Context: an optimization exercise on an open-source flow, tuned for small area and a short achievable clock period. The choices shown serve that exercise and are no tape-out recipe.
The RTL was checked by simulation tests, not by an equivalence proof against the original design.
The clock port is modelled as an ideal driver, which makes a skipped or thinned clock tree look cheaper than it is; a real chip needs a root buffer or a tree.

Design CLA_64_4, start of the top module:
module CLA_64_4 (   input  [63:0] a_inp,
                    input  [63:0] b_inp,
                    output reg [63:0] s_out,
                    output reg        c_out,
                    input         clock,
                    input         reset);
reg  [2:0] u0;
wire [2:0] n0 = {1'b0, a_inp[1:0]} + {1'b0, b_inp[1:0]};
reg  [2:0] u1;
wire [2:0] n1 = {1'b0, a_inp[3:2]} + {1'b0, b_inp[3:2]};
reg  [2:0] u2;
wire [2:0] n2 = {1'b0, a_inp[5:4]} + {1'b0, b_inp[5:4]};
reg  [2:0] u3;
wire [2:0] n3 = {1'b0, a_inp[7:6]} + {1'b0, b_inp[7:6]};
reg  [2:0] u4;
wire [2:0] n4 = {1'b0, a_inp[9:8]} + {1'b0, b_inp[9:8]};
reg  [2:0] u5;
wire [2:0] n5 = {1'b0, a_inp[11:10]} + {1'b0, b_inp[11:10]};
reg  [2:0] u6;
wire [2:0] n6 = {1'b0, a_inp[13:12]} + {1'b0, b_inp[13:12]};
reg  [2:0] u7;
wire [2:0] n7 = {1'b0, a_inp[15:14]} + {1'b0, b_inp[15:14]};
reg  [2:0] u8;
wire [2:0] n8 = {1'b0, a_inp[17:16]} + {1'b0, b_inp[17:16]};
reg  [2:0] u9;
  ...
Size: about 390 cells after synthesis, ~160 flip-flops, roughly 200 I/O pins.
clock: 9.0 ns
lec_check: 0
cap_margin: 20
core_margin: 2
core_utilization: 65
place_density: 0.7
slew_margin: 20
tns_end_percent: 0
buffer_ports_args: -buffer_cell sky130_fd_sc_hd__buf_1
pre_cts_tcl: /design/flow/flow/cts_manual.tcl
manual_cts_nleaf: 8
manual_cts_nl1: 4
manual_cts_leaf: sky130_fd_sc_hd__inv_12
manual_cts_l1: sky130_fd_sc_hd__inv_4
setup_slack_margin: 6.5
standard.sh (not shown) runs the stock make flow with config.mk's settings and CLKGATE_MAP_FILE= SYNTH_SCRIPT=/design/flow/synth_recipe.tcl, a recipe that flattens the netlist after the stock synthesis.
==> flow/flow/run.sh <==
#!/bin/bash
set -e
cat >> config.mk <<CFG
export BUFFER_PORTS_ARGS = -buffer_cell sky130_fd_sc_hd__buf_1
export PRE_CTS_TCL = $PWD/flow/cts_manual.tcl
export MANUAL_CTS_NLEAF = 8
export MANUAL_CTS_NL1 = 4
export MANUAL_CTS_LEAF = sky130_fd_sc_hd__inv_12
export MANUAL_CTS_L1 = sky130_fd_sc_hd__inv_4
export SETUP_SLACK_MARGIN = 6.5
CFG
bash standard.sh > standard.log 2>&1
==> flow/flow/cts_manual.tcl <==
# Pre-CTS hook: a small, balanced clock tree built by hand.
# The flip-flops are split by balanced k-means on their placed locations
# into NLEAF groups; each group gets a leaf clock buffer at its centre. The
# leaf buffers are split the same way into NL1 groups, each driven by one
# first-level buffer, and the first-level buffers are driven by the clock
# port (NL1 = 0: the leaves hang on the port). Every flip-flop sits behind
# the same number of buffers, so all of them get the same clock latency up
# to wire and load differences. The standard clock_tree_synthesis call that
# follows in cts.tcl is turned into a no-op. The buffers may be inverters
# (both levels then, so the flip-flops see the clock's own polarity).

# balanced k-means: items are {obj x y}; returns the group index of each item
proc mcts_cluster {items k} {
  set n [llength $items]
  set sorted [lsort -integer -index 1 $items]
  set centres {}
  for {set g 0} {$g < $k} {incr g} {
    set lo [expr {$g * $n / $k}]
    set hi [expr {($g + 1) * $n / $k - 1}]
    set ax 0; set ay 0
    foreach s [lrange $sorted $lo $hi] { incr ax [lindex $s 1]; incr ay [lindex $s 2] }
    set m [expr {max(1, $hi - $lo + 1)}]
    lappend centres [list [expr {$ax / $m}] [expr {$ay / $m}]]
  }
  set cap [expr {($n + $k - 1) / $k}]
  for {set iter 0} {$iter < 40} {incr iter} {
    set pairs {}
    set i 0
    foreach s $items {
      for {set g 0} {$g < $k} {incr g} {
        set c [lindex $centres $g]
        set dx [expr {[lindex $s 1] - [lindex $c 0]}]
        set dy [expr {[lindex $s 2] - [lindex $c 1]}]
        lappend pairs [list [expr {$dx * $dx + $dy * $dy}] $i $g]
      }
      incr i
    }
    set pairs [lsort -integer -index 0 $pairs]
    array unset asg
    for {set g 0} {$g < $k} {incr g} { set cnt($g) 0; set sx($g) 0; set sy($g) 0 }
    foreach p $pairs {
      lassign $p d i g
      if {[info exists asg($i)] || $cnt($g) >= $cap} continue
      set asg($i) $g
      incr cnt($g)
    }
    for {set i 0} {$i < $n} {incr i} {
      incr sx($asg($i)) [lindex [lindex $items $i] 1]
      incr sy($asg($i)) [lindex [lindex $items $i] 2]
    }
    set centres {}
    for {set g 0} {$g < $k} {incr g} {
      lappend centres [list [expr {$sx($g) / max(1, $cnt($g))}] [expr {$sy($g) / max(1, $cnt($g))}]]
    }
  }
  set out {}
  for {set i 0} {$i < $n} {incr i} { lappend out $asg($i) }
  return [list $out $centres]
}

proc mcts_centre {iterm} {
  set bb [[$iterm getInst] getBBox]
  return [list $iterm [expr {([$bb xMin] + [$bb xMax]) / 2}] [expr {([$bb yMin] + [$bb yMax]) / 2}]]
}

# one buffer per group: moves each group's sinks onto a new net driven by
# the buffer; returns the buffers' input pins as items
proc mcts_level {block master items k name driver_net} {
  lassign [mcts_cluster $items $k] asg centres
  set outs {}
  for {set g 0} {$g < $k} {incr g} {
    set inst [odb::dbInst_create $block $master "${name}_$g"]
    set net [odb::dbNet_create $block "${name}_net_$g"]
    $net setSigType CLOCK
    set opin X
    if {[$master findMTerm Y] ne "NULL"} { set opin Y }
    [$inst findITerm $opin] connect $net
    [$inst findITerm A] connect $driver_net
    lassign [lindex $centres $g] cx cy
    $inst setLocation [expr {$cx - [$master getWidth] / 2}] [expr {$cy - [$master getHeight] / 2}]
    $inst setPlacementStatus PLACED
    set bnet($g) $net
    set cnt($g) 0
    lappend outs [mcts_centre [$inst findITerm A]]
  }
  set i 0
  foreach s $items {
    set it [lindex $s 0]
    $it disconnect
    $it connect $bnet([lindex $asg $i])
    incr cnt([lindex $asg $i])
    incr i
  }
  for {set g 0} {$g < $k} {incr g} { puts "manual cts: $name $g drives $cnt($g) pins near [lindex $centres $g]" }
  return $outs
}

proc manual_cts {} {
  set nleaf 8
  set nl1 2
  set leafcell sky130_fd_sc_hd__clkbuf_16
  set l1cell sky130_fd_sc_hd__clkbuf_16
  if {[info exists ::env(MANUAL_CTS_NLEAF)]} { set nleaf $::env(MANUAL_CTS_NLEAF) }
  if {[info exists ::env(MANUAL_CTS_NL1)]} { set nl1 $::env(MANUAL_CTS_NL1) }
  if {[info exists ::env(MANUAL_CTS_LEAF)]} { set leafcell $::env(MANUAL_CTS_LEAF) }
  if {[info exists ::env(MANUAL_CTS_L1)]} { set l1cell $::env(MANUAL_CTS_L1) }
  set db [ord::get_db]
  set block [ord::get_db_block]
  set clk_net [$block findNet clock]
  set sinks {}
  foreach it [$clk_net getITerms] { lappend sinks [mcts_centre $it] }
  puts "manual cts: [llength $sinks] clock sinks, $nleaf leaf buffers, $nl1 first-level buffers"
  set leaves [mcts_level $block [$db findMaster $leafcell] $sinks $nleaf clkbuf_leaf $clk_net]
  if {$nl1 > 0} {
    mcts_level $block [$db findMaster $l1cell] $leaves $nl1 clkbuf_l1 $clk_net
  }
}
manual_cts

set_propagated_clock [all_clocks]
# cts.tcl next calls repair_clock_inverters, which would clone the tree's
# inverters per load, and then clock_tree_synthesis; the tree is complete,
# so both are skipped.
rename repair_clock_inverters orig_repair_clock_inverters
proc repair_clock_inverters {args} { puts "manual cts: repair_clock_inverters skipped" }
rename clock_tree_synthesis orig_clock_tree_synthesis
proc clock_tree_synthesis {args} { puts "manual cts: clock_tree_synthesis skipped" }

# The port buffers are all made from one cell by buffer_ports; the output
# ports' buffers may be swapped to another (PORT_OUT_BUF).
if {[info exists ::env(PORT_OUT_BUF)]} {
  set m [[ord::get_db] findMaster $::env(PORT_OUT_BUF)]
  set k 0
  foreach bt [[ord::get_db_block] getBTerms] {
    if {[$bt getIoType] ne "OUTPUT"} continue
    set drv [[$bt getNet] getFirstOutput]
    if {$drv eq "NULL"} continue
    [$drv getInst] swapMaster $m
    incr k
  }
  puts "port buffers: $k output port drivers made $::env(PORT_OUT_BUF)"
}
The baseline ran to the end with no violations.
Then changed:
CORE_UTILIZATION = 55   (was 65)
PLACE_DENSITY = not set   (was 0.7)
Result: The new run produced a clean layout; critical path depth is unchanged; worst setup slack is better by 0.012 ns; routed wire length went down by 1.9%.
Then changed:
==> flow/flow/run.sh (replaced) <==
#!/bin/bash
set -e
cat >> config.mk <<CFG
export BUFFER_PORTS_ARGS = -buffer_cell sky130_fd_sc_hd__buf_2
export PRE_CTS_TCL = $PWD/flow/cts_manual.tcl
export MANUAL_CTS_NLEAF = 8
export MANUAL_CTS_NL1 = 4
export MANUAL_CTS_LEAF = sky130_fd_sc_hd__inv_12
export MANUAL_CTS_L1 = sky130_fd_sc_hd__inv_4
export SETUP_SLACK_MARGIN = 6.35
CFG
bash standard.sh > standard.log 2>&1
--- a/flow/flow/cts_manual.tcl
+++ b/flow/flow/cts_manual.tcl
@@ -126,17 +126,2 @@
 rename clock_tree_synthesis orig_clock_tree_synthesis
 proc clock_tree_synthesis {args} { puts "manual cts: clock_tree_synthesis skipped" }
-
-# The port buffers are all made from one cell by buffer_ports; the output
-# ports' buffers may be swapped to another (PORT_OUT_BUF).
-if {[info exists ::env(PORT_OUT_BUF)]} {
-  set m [[ord::get_db] findMaster $::env(PORT_OUT_BUF)]
-  set k 0
-  foreach bt [[ord::get_db_block] getBTerms] {
-    if {[$bt getIoType] ne "OUTPUT"} continue
-    set drv [[$bt getNet] getFirstOutput]
-    if {$drv eq "NULL"} continue
-    [$drv getInst] swapMaster $m
-    incr k
-  }
-  puts "port buffers: $k output port drivers made $::env(PORT_OUT_BUF)"
-}
BUFFER_PORTS_ARGS = -buffer_cell sky130_fd_sc_hd__buf_2   (was -buffer_cell sky130_fd_sc_hd__buf_1)
CORE_UTILIZATION = 40   (was 55)
SETUP_SLACK_MARGIN = 6.35   (was 6.5)
TNS_END_PERCENT = not set   (was 0)
What happened: Fmax hardly moves. Core utilization falls by 17 points. Worst setup slack gains 0.0059 ns.
Then changed:
==> flow/flow/run.sh (replaced) <==
#!/bin/bash
set -e
cat >> config.mk <<CFG
export BUFFER_PORTS_ARGS = -buffer_cell sky130_fd_sc_hd__buf_1
export PRE_CTS_TCL = $PWD/flow/cts_manual.tcl
export MANUAL_CTS_NLEAF = 8
export MANUAL_CTS_NL1 = 4
export MANUAL_CTS_LEAF = sky130_fd_sc_hd__inv_12
export MANUAL_CTS_L1 = sky130_fd_sc_hd__inv_4
export SETUP_SLACK_MARGIN = 6.5
CFG
bash standard.sh > standard.log 2>&1
--- a/flow/flow/cts_manual.tcl
+++ b/flow/flow/cts_manual.tcl
@@ -126,2 +126,17 @@
 rename clock_tree_synthesis orig_clock_tree_synthesis
 proc clock_tree_synthesis {args} { puts "manual cts: clock_tree_synthesis skipped" }
+
+# The port buffers are all made from one cell by buffer_ports; the output
+# ports' buffers may be swapped to another (PORT_OUT_BUF).
+if {[info exists ::env(PORT_OUT_BUF)]} {
+  set m [[ord::get_db] findMaster $::env(PORT_OUT_BUF)]
+  set k 0
+  foreach bt [[ord::get_db_block] getBTerms] {
+    if {[$bt getIoType] ne "OUTPUT"} continue
+    set drv [[$bt getNet] getFirstOutput]
+    if {$drv eq "NULL"} continue
+    [$drv getInst] swapMaster $m
+    incr k
+  }
+  puts "port buffers: $k output port drivers made $::env(PORT_OUT_BUF)"
+}
BUFFER_PORTS_ARGS = -buffer_cell sky130_fd_sc_hd__buf_1   (was -buffer_cell sky130_fd_sc_hd__buf_2)
CORE_UTILIZATION = 60   (was 40)
SETUP_SLACK_MARGIN = 6.5   (was 6.35)
TNS_END_PERCENT = 0   (was not set)
Outcome:
- hold slack hardly moves
- setup slack is better by 0.012 ns
- die area went down by a quarter to a third
No run of this note takes its clock network from TritonCTS; it comes from the design's own scripts or RTL.

port drivers added, routing unchanged:
The flow's constraints put no driver on any port. The routed layouts listed below were extracted and timed again, unchanged, in two steps.
Step 1 sets driving cells, clkbuf_16 on the clock port and buf_2 on the other inputs (assumed; they add their load-dependent delay and slew).
Step 2 also shifts input and output timing later by t, the mid clock arrival at the registers, as if the neighbouring blocks saw the same clock.
Slacks: ideal / step 1 / step 2; pairs: ideal / step 1.
run | shift t [ns] | setup slack, ns | worst setup path after step 2 | clock arrival spread, ns
the first run | 0.237 | 6.465 / 6.430 / 6.295 | input to register | 0.010 / 0.011
the second run | 0.251 | 6.477 / 6.414 / 6.301 | input to register | 0.020 / 0.019
the third run | 0.244 | 6.483 / 6.414 / 6.310 | input to register | 0.015 / 0.014
the fourth run | 0.240 | 6.494 / 6.426 / 6.324 | input to register | 0.013 / 0.013
After both steps every run listed still meets setup and hold. The setup slack of the second run, which loses most, moves by -0.063 ns with the drivers and by -0.176 ns with both steps.
